Background: an optimization exercise with open tools, aiming at small area and a short achievable clock period. Do not read the settings as production practice.
Function was checked by simulation only, so behaviour that the tests miss may differ from the original.

### flow/run.sh
#!/bin/bash
# synth_recipe.tcl (not shown) runs the flow's synth.tcl, then flattens the netlist and writes it again
# the make line also repeats each setting of config.mk as NAME=value (left out here)
make -C /OpenROAD-flow-scripts/flow DESIGN_CONFIG=/design/flow/config.mk WORK_HOME=/design/flow/orfs CLKGATE_MAP_FILE= SYNTH_SCRIPT=/design/flow/synth_recipe.tcl finish
### flow/config.mk
export PLATFORM = sky130hd
export DESIGN_NAME = dsp_trader
export DESIGN_NICKNAME = dsp_trader
export VERILOG_FILES = /design/flow/design.v
export SDC_FILE = /design/flow/constraint.sdc
export NUM_CORES = 4
export LEC_CHECK = 0
export CAP_MARGIN = 20
export CORE_MARGIN = 2
export CORE_UTILIZATION = 40
export SLEW_MARGIN = 20
### flow/constraint.sdc
create_clock -name core_clock -period 7.5 [get_ports {clk}]
set_input_delay 1.5000 -clock core_clock [delete_from_list [all_inputs] [get_ports {clk}]]
set_output_delay 1.5000 -clock core_clock [all_outputs]
set_load 0.01 [all_outputs]
### flow/design.v
module dsp_trader (
    input  wire        clk,
    input  wire        rst,
    input  wire [15:0] price_in,
    input  wire        price_valid,
    output reg  [31:0] trade_word,
    output reg         trade_valid
);
    reg        [31:0] ema_short;
    reg        [31:0] ema_long;
    reg signed [32:0] diff;
    reg signed [32:0] prev_diff;
    reg        [31:0] next_short;
    reg        [31:0] next_long;
    wire signed [32:0] price_q   = $signed({1'b0, price_in, 16'd0});
    wire signed [32:0] err_short = price_q - $signed({1'b0, ema_short});
    wire signed [32:0] err_long  = price_q - $signed({1'b0, ema_long});
    wire signed [32:0] step_short = err_short >>> 3;
    wire signed [32:0] step_long  = err_long  >>> 6;
    reg [7:0] warmup_cnt; 
    localparam signed [32:0] THRESHOLD = 33'sd65536; 
    always @(posedge clk) begin
        if (rst) begin
            ema_short   <= 0;
            ema_long    <= 0;
            diff        <= 0;
            prev_diff   <= 0;
            trade_valid <= 0;
            warmup_cnt  <= 0;
        end else begin
            trade_valid <= 0;  
            if (price_valid) begin
                if (warmup_cnt < 200) begin
                    if (warmup_cnt == 0) begin
                         ema_short <= {price_in, 16'd0};
                         ema_long  <= {price_in, 16'd0};
                    end else begin
                        ema_short <= ema_short + step_short[31:0];
                        ema_long  <= ema_long  + step_long[31:0];
                    end
                    warmup_cnt <= warmup_cnt + 1;
                end 
                else begin
                    next_short = ema_short + step_short[31:0];
                    next_long  = ema_long  + step_long[31:0];
                    ema_short <= next_short;
                    ema_long  <= next_long;
                    prev_diff <= diff;
                    diff      <= $signed({1'b0, next_short}) - $signed({1'b0, next_long});
                    if ((prev_diff < THRESHOLD) && (diff >= THRESHOLD)) begin
                        trade_word  <= {1'b1, 15'd50, price_in};  
                        trade_valid <= 1;
                    end
                    else if ((prev_diff > -THRESHOLD) && (diff <= -THRESHOLD)) begin
                        trade_word  <= {1'b0, 15'd50, price_in};  
                        trade_valid <= 1;
                    end
                end
            end
        end
    end
endmodule
==> results of run 1 <==
registers in the layout (all words and copies together) (netlist names):
| name | flops |
|---|---|
| diff | 33 |
| ema_long | 32 |
| ema_short | 32 |
| prev_diff | 33 |
| trade_valid | 1 |
| trade_word | 17 |
| warmup_cnt | 8 |
routing by layer:
| layer | global-route usage, % | share of wire, % | vias up |
|---|---|---|---|
| li1 | - | - | 6033 |
| met1 | 31.6 | 49 | 5694 |
| met2 | 34.6 | 44 | 275 |
| met3 | 2.06 | 4.4 | 43 |
| met4 | 6.66 | 2.1 | 0 |
| met5 | 0 | 0 | - |
worst min path at each step:
stage / cells past startpoint / to / startpoint
after CTS: 2 / prev_diff[7] / prev_diff[7]
after global routing: 2 / prev_diff[11] / prev_diff[11]
after floorplan: 2 / prev_diff[14] / prev_diff[14]
final: 2 / prev_diff[7] / prev_diff[7]
after global placement: 2 / prev_diff[7] / prev_diff[7]
after detailed placement: 2 / prev_diff[7] / prev_diff[7]
metrics by stage:
step | utilization [%] | hold slack, ns | std cells | setup slack [ns]
global placement | 43.5 | 0.445 | 2066 | 0.0973
finish | 45.6 | 0.457 | 2098 | 0.476
floorplan | - | 0.436 | 1664 | 1.18
detailed placement | 43.5 | 0.449 | 2066 | -0.0186
global route | 45.6 | 0.477 | 2098 | 0.00366
CTS | 45.4 | 0.458 | 2098 | 0.376
tightest hold or removal path, cell delays in order (launching register included):
cell and delay [ns]:
dfxtp_1 0.31, nand2_1 0.05, a21oi_1 0.05
Yosys cell counts, types with 11 or more instances:
cell type | number | area (µm²)
o21a_1 | 33 | 248
inv_1 | 63 | 236
clkbuf_1 | 53 | 199
ha_1 | 119 | 1490
o21bai_1 | 13 | 97.6
o21ai_0 | 61 | 305
xor2_1 | 48 | 420
buf_4 | 15 | 113
and2_1 | 21 | 131
nor2_1 | 155 | 582
dfxtp_1 | 139 | 2780
o211ai_1 | 22 | 165
nand3_1 | 27 | 135
nand2b_1 | 24 | 150
o2bb2ai_1 | 11 | 96.3
and3_1 | 11 | 68.8
nand2_1 | 209 | 785
nor3_1 | 33 | 165
a31oi_1 | 17 | 106
a21oi_1 | 173 | 866
a22oi_1 | 16 | 120
nand4_1 | 25 | 156
a211oi_1 | 29 | 218
a21o_1 | 31 | 233
edfxtp_1 | 17 | 510
xnor2_1 | 74 | 648
nor2b_1 | 17 | 106
nor4_1 | 32 | 200
kinds of logic after synthesis:
logic type | count (synthesis) | synth area share (%)
compound gates | 487 | 25.2
xor+xnor | 128 | 9.17
fa+ha+maj | 129 | 12.6
buf+inv | 138 | 4.51
flops | 156 | 25.5
mux | 6 | 0.465
other cells | 2 | 0.0582
simple gates | 605 | 22.4
cell type report:
| type | count | area [µm²] |
|---|---|---|
| clock inverters | 15 | 171 |
| clock buffers | 17 | 425 |
| multi-input cells | 1370 | 9140 |
| fillers | 3162 | 17200 |
| repair buffers | 75 | 651 |
| flip-flops and latches | 156 | 3290 |
| inverters | 63 | 236 |
| well taps | 402 | 503 |
repair_timing:
item | CTS | global route
gates resized for setup | 0 | 9
endpoints found under the setup margin | 0 | 5
hold buffers | 0 | 0
==> impl_metrics.sql, run 1 <==
INSERT INTO impl_metrics (metric_group, metric, value, unit) VALUES
('outcome', 'result_of_the_run', 'timing/DRC/antenna clean', ''),
('synth', 'synthesis.area', '12900', 'µm²'),
('cells_and_area', 'area_delta_synth_final', '11.7', '%'),
('drt', 'drc', '0', ''),
('timing', 'fin_crit_sh', '93.7', '%'),
('synth', 'ys.warnings.count', '1', ''),
('clock_network', 'tritoncts_buffers', '17', ''),
('floorplan', 'number_of_cell_rows', '65', ''),
('timing', 'drv_slew', '0', ''),
('timing', 'min_period', '7.02', 'ns'),
('setup_path', 'worst_setup_path_endpoint', 'diff[29]', ''),
('timing', 'maxSlewHeadroom', '35.0', '%'),
('floorplan', 'design.portCount', '52', ''),
('place', 'gp_routability_congestion', '0.935', ''),
('grt', 'gr-usage-all-layers', '21.9', '%'),
('setup_path', 'worst_reg_to_reg_path_cell_count', '28', ''),
('grt', 'grt_first_pass_wirelength', '59.3', 'mm'),
('drt', 'drt_pre_antenna_iters', '5', ''),
('place', 'dp_hpwl', '28.3', 'mm'),
('timing', 'least_margin_pin_slew', '0.974', 'ns'),
('floorplan', 'core_region_area', '31600', 'µm²'),
('floorplan', 'initial_core_util', '40.8', '%'),
('drt', 'wl_per_cell', '17.5', 'µm'),
('clock_network', 'cts.clk_slew.worst_paths', '0.07', 'ns'),
('synth', 'register_area_share_after_synthesis', '25.5', '%'),
('drt', 'drt_iter0_drc', '836', ''),
('floorplan', 'chipWidth', '184', 'µm'),
('run', 'maxCapViolCount', '0', ''),
('drt', 'finalWirelength', '36.7', 'mm'),
('setup_path', 'critPathCaptureType', 'flip-flop', ''),
('grt', 'grt_pass1_vias', '11300', ''),
('min_path', 'holdCritPathClass', 'reg -> reg', ''),
('clock_network', 'post_cts.repair.setup_buffers', '0', ''),
('setup_path', 'worst-endpoint-required', '7.83', 'ns'),
('synth', 'synth_enable_flop_cells', '17', ''),
('cells_and_area', 'antenna_cells', '0', ''),
('synth', 'ys.flop_type', 'dfxtp_1', ''),
('timing', 'achievable-frequency', '0.142', 'GHz'),
('timing', 'final.setup_skew', '0.0148', 'ns'),
('cells_and_area', 'layout-drive-gt1-share', '7.96', '%'),
('clock_network', 'clkSinkCount', '156', ''),
('synth', 'async_reset_ff_share', '0', '%'),
('synth', 'flops_latches_synth', '156', ''),
('clock_network', 'cts_tree', 'yes', ''),
('synth', 'synthesized_instance_count', '1651', ''),
('setup_path', 'worst-r2r-setup-slack', '0.81', 'ns'),
('timing', 'grt_setup_unrepaired', 'false', ''),
('drt', 'routed_via_density', '5.74', ''),
('drt', 'vias', '12000', ''),
('setup_path', 'timing.rr.end', 'diff[30]', ''),
('drt', 'final_antenna_net_count', '0', ''),
('setup_path', 'critical_path_arrival', '7.35', 'ns'),
('setup_path', 'cp_startpoint_kind', 'input pin', ''),
('place', 'number_of_i_o_port_buffers', '36', ''),
('cells_and_area', 'post-route-cell-area', '14400', 'µm²'),
('clock_network', 'ctsHtreeMaxLevel', '4', ''),
('setup_path', 'crit_fanout', '6', ''),
('place', 'postPlaceCellArea', '13800', 'µm²'),
('clock_network', 'ctsLongestPathBuffers', '2', ''),
('timing', 'timing.final.hold_violations', '0', ''),
('setup_path', 'critical_path_cell_count', '26', ''),
('floorplan', 'dieHeight', '184', 'µm'),
('timing', 'setup-violations-final', '0', ''),
('grt', 'grt_max_degree', '88', ''),
('setup_path', 'critPathLaunch', 'price_in[0]', ''),
('cells_and_area', 'nNetsFinal', '1824', ''),
('floorplan', 'floorplan.die_area', '33700', 'µm²');
==> run 2: changes to the inputs <==
==> flow/design.v (replaced) <==
module dsp_trader (
    input  wire        clk,
    input  wire        rst,
    input  wire [15:0] price_in,
    input  wire        price_valid,
    output wire [31:0] trade_word,
    output reg         trade_valid
);
    reg [31:0] ema_short;
    reg [31:0] ema_long;
    reg [7:0]  cnt;
    reg        p_ge;
    reg        p_le;
    reg [15:0] last_price;
    wire signed [32:0] price_q    = $signed({1'b0, price_in, 16'd0});
    wire signed [32:0] err_short  = price_q - $signed({1'b0, ema_short});
    wire signed [32:0] err_long   = price_q - $signed({1'b0, ema_long});
    wire signed [32:0] step_short = err_short >>> 3;
    wire signed [32:0] step_long  = err_long  >>> 6;
    wire        [31:0] next_short = ema_short + step_short[31:0];
    wire        [31:0] next_long  = ema_long  + step_long[31:0];
    wire first   = (cnt == 8'd0);
    wire trading = (cnt >= 8'd200);
    wire d_valid = (cnt == 8'd201);
    wire [32:0] diff_sl = {1'b0, ema_short} - {1'b0, ema_long} - 33'd65536;
    wire [32:0] diff_ls = {1'b0, ema_long} - {1'b0, ema_short} - 33'd65536;
    wire d_ge = d_valid & ~diff_sl[32];
    wire d_le = d_valid & ~diff_ls[32];
    always @(posedge clk) begin
        if (price_valid) begin
            ema_short <= first ? {price_in, 16'd0} : next_short;
            ema_long  <= first ? {price_in, 16'd0} : next_long;
        end
        if (price_valid && trading) begin
            p_ge <= d_ge;
            p_le <= d_le;
        end
        last_price <= price_in;
    end
    always @(posedge clk) begin
        if (rst) begin
            cnt         <= 8'd0;
            trade_valid <= 1'b0;
        end else begin
            trade_valid <= price_valid & trading & ((~p_ge & d_ge) | (~p_le & d_le));
            if (price_valid && cnt != 8'd201)
                cnt <= cnt + 8'd1;
        end
    end
    assign trade_word = {p_ge, 15'd50, last_price};
endmodule
==> run 2 against run 1 <==
  * Core utilization is 1.2 points lower
  * Sequential cell count is 65 lower
  * Cell area decreased by 20%
  * Sequential share of layout area decreased by 1.3 points
  * Routed wire length shrank 30%
  * Via count shrank 29%
  * Clock skew decreased by 0.00092 ns
  * First-iteration DRC count down 40%
  * Clock-buffer cell count shrank 7
  * Critical path type unchanged
  * Largest cell class unchanged
==> impl_metrics.sql, run 2 <==
INSERT INTO impl_metrics (metric_group, metric, value, unit) VALUES
('cells_and_area', 'stdcell_count', '1576', ''),
('floorplan', 'dieHeight', '166', 'µm'),
('place', 'preCtsSetupSlack', '1.36', 'ns'),
('cells_and_area', 'layout_top_registers', 'ema_long x32, ema_short x32, last_price x16', ''),
('synth', 'ys.warnings.count', '1', ''),
('timing', 'maxSlewHeadroom', '33.7', '%'),
('place', 'number_of_i_o_port_buffers', '36', ''),
('synth', 'synth.largest_area_cell', 'ha_1', ''),
('synth', 'synthesis.area_per_instance', '8.71', 'µm²'),
('cells_and_area', 'most-common-layout-cells', '221 x ha_1, 123 x inv_1, 96 x a21oi_1', ''),
('outcome', 'result_of_the_run', 'timing/DRC/antenna clean', ''),
('place', 'dp_hpwl', '20.6', 'mm'),
('clock_network', 'clkSinkCount', '91', ''),
('timing', 'achievable-frequency', '0.172', 'GHz'),
('drt', 'routed_via_density', '5.39', ''),
('clock_network', 'cts.clk_slew.worst_paths', '0.07', 'ns'),
('cells_and_area', 'layout-drive-gt1-share', '3.95', '%'),
('floorplan', 'number_of_cell_rows', '59', ''),
('timing', 'min_period', '5.81', 'ns'),
('timing', 'least_margin_pin_slew', '0.994', 'ns'),
('timing', 'grt_setup_unrepaired', 'false', ''),
('drt', 'wl_per_cell', '16.4', 'µm'),
('drt', 'drt_iter0_drc', '503', ''),
('synth', 'synth_enable_flop_cells', '66', ''),
('place', 'gp_routability_congestion', '0.912', ''),
('min_path', 'worst_hold_path.num_cells', '2', ''),
('setup_path', 'timing.rr.end', 'ema_short[30]', ''),
('cells_and_area', 'layout_commonest_cell', 'ha_1', ''),
('setup_path', 'worst-endpoint-required', '7.61', 'ns'),
('min_path', 'destination_of_the_worst_hold_path', 'cnt[1]', ''),
('floorplan', 'chipWidth', '166', 'µm'),
('timing', 'fin_hold_ws', '0.494', 'ns'),
('grt', 'grt_first_pass_wirelength', '42.5', 'mm'),
('synth', 'synth_most_common_cell', 'ha_1', ''),
('place', 'postPlaceCellArea', '11200', 'µm²'),
('setup_path', 'cp_startpoint_kind', 'input pin', ''),
('clock_network', 'ctsHtreeMaxLevel', '3', ''),
('synth', 'synth_top_cells_by_count', '221 x ha_1, 123 x inv_1, 96 x a21oi_1, 91 x nor2_1, 80 x nand2_1', ''),
('drt', 'drc', '0', ''),
('timing', 'layout_setup_ws', '1.69', 'ns'),
('run', 'maxCapViolCount', '0', ''),
('grt', 'grt_pass1_vias', '8199', ''),
('timing', 'timing.final.hold_violations', '0', ''),
('cells_and_area', 'utilization', '44.4', '%'),
('grt', 'grt-ovfl-total', '0', ''),
('min_path', 'holdCritPathClass', 'reg -> reg', ''),
('setup_path', 'critPathCaptureType', 'flip-flop', ''),
('clock_network', 'cts.root.buffer_cell', 'clkbuf_16', ''),
('timing', 'final.setup_skew', '0.0139', 'ns'),
('timing', 'setup-violations-final', '0', ''),
('setup_path', 'critical_path_arrival', '5.92', 'ns'),
('clock_network', 'cts_tree', 'yes', ''),
('synth', 'ys.flop_type', 'edfxtp_1', ''),
('drt', 'finalWirelength', '25.9', 'mm'),
('grt', 'antenna_found_initial', '1', ''),
('place', 'post-place-cells', '1560', ''),
('drt', 'final_antenna_net_count', '0', ''),
('setup_path', 'worst_reg_to_reg_path_cell_count', '18', ''),
('cells_and_area', 'filler_cell_count', '2521', ''),
('timing', 'final.setup.tns', '0', 'ns'),
('timing', 'drv_slew', '0', ''),
('cells_and_area', 'antenna_cells', '0', ''),
('cells_and_area', 'nNetsFinal', '1478', ''),
('floorplan', 'core_region_area', '25900', 'µm²'),
('synth', 'async_reset_ff_share', '0', '%'),
('clock_network', 'clkLatencyLatePin', '0.36', 'ns'),
('timing', 'fin_crit_sh', '77.5', '%'),
('cells_and_area', 'post-route-cell-area', '11500', 'µm²'),
('grt', 'grt_max_degree', '63', ''),
('floorplan', 'floorplan.die_area', '27600', 'µm²'),
('synth', 'synthesis.area', '10500', 'µm²'),
('clock_network', 'postCtsHoldBufs', '0', ''),
('floorplan', 'initial_core_util', '40.6', '%'),
('cells_and_area', 'area_delta_synth_final', '9.48', '%'),
('clock_network', 'tritoncts_buffers', '9', ''),
('synth', 'register_area_share_after_synthesis', '23.6', '%'),
('clock_network', 'ctsResizeCount', '0', ''),
('floorplan', 'design.portCount', '52', ''),
('synth', 'yosys-top-cells-area', 'ha_1 26%, edfxtp_1 19%, xnor2_1 5.5%', ''),
('synth', 'synth.lib_cells_used.distinct', '74', ''),
('cells_and_area', 'seqCellArea', '2480', 'µm²'),
('drt', 'vias', '8501', ''),
('synth', 'flops_latches_synth', '91', ''),
('min_path', 'worstHoldStart', 'cnt[1]', ''),
('synth', 'synth_top_area_share', '26.3', '%'),
('clock_network', 'post_cts.repair.setup_buffers', '0', ''),
('setup_path', 'crit_fanout', '4', ''),
('cells_and_area', 'multiInputGateArea', '7440', 'µm²'),
('setup_path', 'worst-r2r-setup-slack', '2.09', 'ns'),
('setup_path', 'reg2reg_from', 'ema_short[1]', ''),
('drt', 'drt_pre_antenna_iters', '5', ''),
('setup_path', 'timing_worst_setup_path_type', 'in -> reg', ''),
('grt', 'gr-usage-all-layers', '18.9', '%'),
('clock_network', 'ctsLongestPathBuffers', '2', ''),
('synth', 'synthesized_instance_count', '1206', '');
-- run 2: changes by cell type after synthesis, sizes merged, moves of 17 or more --
cell	delta
a211oi	-17
a21o	+32
a21oi	-79
clkbuf	-39
dfxtp	-114
edfxtp	+49
ha	+102
inv	+60
nand2	-130
nor2	-64
nor4	-25
o211ai	-20
o21a	-20
-- run 2: cell families (layout without fill, tap and decap cells) --
logic type	Yosys count	count (layout)	share of synthesized area, %
buffers and inverters	156	178	6.21
xor gates and xnor gates	105	105	8.75
AOI/OAI and AO/OA	310	310	19.4
DFF	91	91	23.6
adders and majority gates	223	223	26.7
and+or+nand+nor	319	319	15.3
other	2	15	0.0715
-- run 2: worst max-delay path, stage by stage --
cell and delay, ns:
clkdlybuf4s50_1 0.50, ha_1 0.27, or3_1 0.39, o21a_1 0.21
a21oi_1 0.26, o21ai_0 0.21, a21oi_1 0.22, xnor2_1 0.14
ha_1 0.28, nand2_1 0.10, nor2_1 0.08, nand2_1 0.09
nor3_1 0.06, or4_4 0.54, a211oi_1 0.24, nor2_1 0.14
a211o_1 0.27, a21oi_1 0.18, xor2_1 0.17, o21ai_1 0.07
-- run 2: worst max-delay path by stage --
stage	startpoint	endpoint	slack, ns	cells after the start
global route	price_in[0]	ema_short[31]	1.17	19
global placement	price_in[1]	ema_short[30]	1.41	20
CTS	price_in[1]	ema_short[31]	1.71	18
floorplan	price_in[1]	ema_short[30]	2.24	19
detailed placement	price_in[1]	ema_short[31]	1.36	18
finish	price_in[1]	ema_short[30]	1.69	20
-- run 2: final cells by class --
type / count / share of cell area (%)
Timing Repair Buffer: 39 / 3.31
Clock inverter: 6 / 0.761
Inverter: 123 / 4.01
Multi-Input combinational cell: 972 / 64.6
Sequential cell: 91 / 21.6
Tap cell: 335 / 3.64
Clock buffer: 10 / 2.08
-- run 2: metal layers --
| metal | share of wire [%] | vias to the layer above | GRT usage, % |
|---|---|---|---|
| li1 | - | 4353 | - |
| met1 | 49 | 3966 | 25.6 |
| met2 | 46 | 146 | 31.8 |
| met3 | 3.3 | 36 | 2.57 |
| met4 | 2.1 | 0 | 5.22 |
| met5 | 0 | - | 0 |
==> run 3: changes to the inputs <==
--- a/flow/design.v
+++ b/flow/design.v
@@ -12,13 +12,10 @@
     reg        p_ge;
     reg        p_le;
     reg [15:0] last_price;
-    wire signed [32:0] price_q    = $signed({1'b0, price_in, 16'd0});
-    wire signed [32:0] err_short  = price_q - $signed({1'b0, ema_short});
-    wire signed [32:0] err_long   = price_q - $signed({1'b0, ema_long});
-    wire signed [32:0] step_short = err_short >>> 3;
-    wire signed [32:0] step_long  = err_long  >>> 6;
-    wire        [31:0] next_short = ema_short + step_short[31:0];
-    wire        [31:0] next_long  = ema_long  + step_long[31:0];
+    wire [34:0] sum_short = {ema_short, 3'b0} + {3'b0, price_in, 16'd0} - {3'b0, ema_short};
+    wire [37:0] sum_long  = {ema_long,  6'b0} + {6'b0, price_in, 16'd0} - {6'b0, ema_long};
+    wire [31:0] next_short = sum_short[34:3];
+    wire [31:0] next_long  = sum_long[37:6];
     wire first   = (cnt == 8'd0);
     wire trading = (cnt >= 8'd200);
     wire d_valid = (cnt == 8'd201);
==> run 3 against run 2 <==
  * Still clean
  * Sequential share of layout area up 1.9 points
  * Core utilization up 0.55 points
  * Cell count down 13%
  * Fmax up 17%
  * Sequential cell count unchanged
  * Hold slack better by 0.030 ns
  * Critical path type unchanged
  * Highest routed layer unchanged
==> impl_metrics.sql, run 3 <==
INSERT INTO impl_metrics (metric_group, metric, value, unit) VALUES
('setup_path', 'worst_path_most_repeated_cell', 'inv_1', ''),
('setup_path', 'critical_path_cell_count', '14', ''),
('synth', 'flops_latches_synth', '91', ''),
('clock_network', 'clkLatencyLatePin', '0.36', 'ns'),
('setup_path', 'worst_setup_path_endpoint', 'ema_long[28]', ''),
('place', 'number_of_i_o_port_buffers', '36', ''),
('setup_path', 'critical_path_arrival', '5.07', 'ns'),
('cells_and_area', 'most-common-layout-cells', '200 x ha_1, 194 x inv_1, 66 x edfxtp_1', ''),
('setup_path', 'timing.rr.end', 'ema_long[28]', ''),
('setup_path', 'critPathCaptureType', 'flip-flop', ''),
('clock_network', 'ctsHtreeMaxLevel', '3', ''),
('synth', 'ys.warnings.count', '1', ''),
('clock_network', 'tritoncts_buffers', '9', ''),
('clock_network', 'cts_tree', 'yes', ''),
('clock_network', 'ctsResizeCount', '0', ''),
('synth', 'synth_enable_flop_cells', '66', ''),
('timing', 'drv_slew', '0', ''),
('setup_path', 'cpMaxStageDelayCell', 'fa_1', ''),
('floorplan', 'initial_core_util', '40.8', '%'),
('floorplan', 'floorplan.die_area', '25200', 'µm²'),
('drt', 'vias', '7061', ''),
('cells_and_area', 'layout_commonest_cell', 'ha_1', ''),
('timing', 'achievable-frequency', '0.201', 'GHz'),
('setup_path', 'worst_reg_to_reg_path_cell_count', '13', ''),
('cells_and_area', 'area_delta_synth_final', '10.2', '%'),
('timing', 'min_period', '4.97', 'ns'),
('outcome', 'result_of_the_run', 'timing/DRC/antenna clean', ''),
('setup_path', 'path_delay_family', 'simple AND/OR/NAND/NOR gates', ''),
('drt', 'finalWirelength', '21.7', 'mm'),
('synth', 'synth_top_cells_by_count', '200 x ha_1, 194 x inv_1, 66 x edfxtp_1, 55 x nor2_1, 53 x a21oi_1', ''),
('floorplan', 'number_of_cell_rows', '56', ''),
('run', 'maxCapViolCount', '0', ''),
('grt', 'gr-usage-all-layers', '17.7', '%'),
('clock_network', 'post_cts.repair.setup_buffers', '0', ''),
('synth', 'synth.largest_area_cell', 'ha_1', ''),
('timing', 'setup-violations-final', '0', ''),
('floorplan', 'design.portCount', '52', ''),
('floorplan', 'dieHeight', '159', 'µm'),
('setup_path', 'worst-r2r-setup-slack', '3.84', 'ns'),
('drt', 'wl_per_cell', '15.8', 'µm'),
('setup_path', 'worst-endpoint-required', '7.61', 'ns'),
('setup_path', 'critPathLaunch', 'price_in[9]', ''),
('clock_network', 'cts.root.buffer_cell', 'clkbuf_16', ''),
('drt', 'drc', '0', ''),
('min_path', 'worst_hold_path.num_cells', '2', ''),
('timing', 'final.setup_skew', '0.0114', 'ns'),
('clock_network', 'clkSinkCount', '91', ''),
('setup_path', 'timing_worst_setup_path_type', 'in -> reg', ''),
('synth', 'synthesis.area', '9580', 'µm²'),
('timing', 'timing.final.hold_violations', '0', ''),
('setup_path', 'crit_fanout', '4', ''),
('grt', 'grt-ovfl-total', '0', ''),
('min_path', 'holdCritPathClass', 'reg -> reg', ''),
('floorplan', 'core_region_area', '23500', 'µm²'),
('synth', 'synth_most_common_cell', 'ha_1', ''),
('timing', 'least_margin_pin_slew', '1.04', 'ns'),
('grt', 'antenna_found_initial', '1', ''),
('cells_and_area', 'layout_top_registers', 'ema_long x32, ema_short x32, last_price x16', ''),
('synth', 'async_reset_ff_share', '0', '%'),
('timing', 'maxSlewHeadroom', '30.7', '%'),
('synth', 'ys.flop_type', 'edfxtp_1', ''),
('cells_and_area', 'antenna_cells', '0', ''),
('setup_path', 'cp_startpoint_kind', 'input pin', ''),
('grt', 'grt_max_degree', '71', ''),
('synth', 'yosys-top-cells-area', 'ha_1 26%, edfxtp_1 21%, inv_1 7.6%', ''),
('synth', 'synth.lib_cells_used.distinct', '72', ''),
('drt', 'final_antenna_net_count', '0', ''),
('place', 'dp_hpwl', '17.4', 'mm'),
('synth', 'synthesis.area_per_instance', '9.43', 'µm²'),
('grt', 'grt_pass1_vias', '7002', ''),
('drt', 'routed_via_density', '5.14', ''),
('timing', 'grt_setup_unrepaired', 'false', ''),
('synth', 'synthesized_instance_count', '1016', ''),
('synth', 'synth_top_area_share', '26.1', '%'),
('clock_network', 'ctsLongestPathBuffers', '2', ''),
('cells_and_area', 'layout-drive-gt1-share', '4.27', '%'),
('drt', 'drt_iter0_drc', '313', ''),
('grt', 'grt_first_pass_wirelength', '35.5', 'mm'),
('setup_path', 'reg2reg_from', 'ema_long[21]', ''),
('place', 'gp_routability_congestion', '0.823', ''),
('synth', 'register_area_share_after_synthesis', '25.9', '%'),
('drt', 'drt_pre_antenna_iters', '5', ''),
('cells_and_area', 'nNetsFinal', '1301', ''),
('floorplan', 'chipWidth', '159', 'µm'),
('setup_path', 'cp_num_buf_inv', '3', ''),
('setup_path', 'longest_individual_stage_delay_on_the_worst_path', '0.55', 'ns'),
('timing', 'final.setup.tns', '0', 'ns'),
('clock_network', 'postCtsHoldBufs', '0', ''),
('clock_network', 'cts.clk_slew.worst_paths', '0.07', 'ns'),
('setup_path', 'timing.critical_path.cells', 'clkdlybuf4s50_1, inv_1, fa_1, inv_1, ha_1, a211o_1, a2111oi_2, and2_1, nand3_1, nand3b_1, nand2_1, a21o_1, and4_1, or3_1', ''),
('timing', 'fin_crit_sh', '66.2', '%');
==> run 3: changes by cell type in the layout (fill, tap and decap cells not counted), moves of 30 or more <==
cell     previous run  this run
fa_1                2        32
xnor2_1            66        31
nand2_1            80        47
nor2_1             91        55
a21oi_1            96        53
inv_1             123       194
==> run 3: final cells by class <==
class / instances / area, µm²
Fill cell: 2252 / 12900
Multi-Input combinational cell: 715 / 6240
Sequential cell: 91 / 2480
Inverter: 194 / 728
Tap cell: 319 / 399
Timing Repair Buffer: 39 / 380
Clock buffer: 10 / 239
Clock inverter: 6 / 86.3
==> run 3: worst min path at each step <==
stage,from,endpoint
floorplan,cnt[5],cnt[5]
global placement,cnt[5],cnt[5]
detailed placement,cnt[5],cnt[5]
CTS,cnt[5],cnt[5]
global route,cnt[5],cnt[5]
finish,cnt[5],cnt[5]
==> run 3: stage by stage <==
step                      hold WS (ns)  std cells  worst slack (ns)  area (µm²)  util (%)
after detailed placement         0.510       1358              2.18       10200      43.6
after floorplan                  0.469       1029              3.05        9630         -
final                            0.525       1374              2.53       10600      45.0
after CTS                        0.522       1374              2.55       10600      45.0
after global placement           0.493       1358              2.22       10200      43.6
after global routing             0.561       1374              2.33       10600      45.0
==> run 3: tightest hold or removal path: stages (launching register included) <==
cell	delay (ns)
dfxtp_1	0.33
o21ai_0	0.08
a21oi_1	0.06
==> run 3: kinds of logic (layout without fill, tap and decap cells) <==
logic type | Yosys count | count (layout) | synth area share (%)
simple gates | 186 | 186 | 9.94
buf+inv | 223 | 249 | 9.55
compound gates | 207 | 207 | 14.7
flops | 91 | 91 | 25.9
other cells | 2 | 15 | 0.0784
xor+xnor | 67 | 67 | 6.13
fa+ha+maj | 236 | 236 | 33.2
mux | 4 | 4 | 0.418
==> run 3: per-layer routing <==
metal  up-vias  track usage, %  routed length [µm]
li1       3524               -                   -
met1      3371            23.3               10300
met4         0            5.00                 411
met2       136            29.7               10100
met5         -               0                   0
met3        30            3.16                 875

[static timing again, ports no longer ideal]
The results above use ideal ports. As a check the final layouts listed here were re-extracted and re-timed, cells and wires unchanged. Step 1 (the two cells are an assumption about what drives the block):
set clk [get_ports {clk}]
set_driving_cell -lib_cell sky130_fd_sc_hd__clkbuf_16 $clk
set_driving_cell -lib_cell sky130_fd_sc_hd__buf_2 [delete_from_list [all_inputs] $clk]
Step 2 times the ports against the registers' clock, not the clock port: input delays grow and output delays shrink by t, the midpoint of the rising clock arrivals with the driver on. Three values: no drivers, after step 1, after step 2; two values: the first two.
| run | t (ns) | slack for setup (ns) | worst hold slack (ns) | worst setup path after step 2 | cell pins on the clock port's net |
|---|---|---|---|---|---|
| run 1 | 0.476 | 0.476 / 0.493 / 0.018 | 0.457 / 0.457 / 0.457 | input to register | 1 |
| run 2 | 0.402 | 1.686 / 1.711 / 1.309 | 0.494 / 0.494 / 0.494 | input to register | 1 |
| run 3 | 0.400 | 2.532 / 2.556 / 2.157 | 0.525 / 0.525 / 0.525 | input to register | 1 |
After both steps setup and hold are still met in every run listed. For run 1, which loses most, drivers alone change the setup slack by +0.017 ns; drivers and shift together by -0.458 ns.
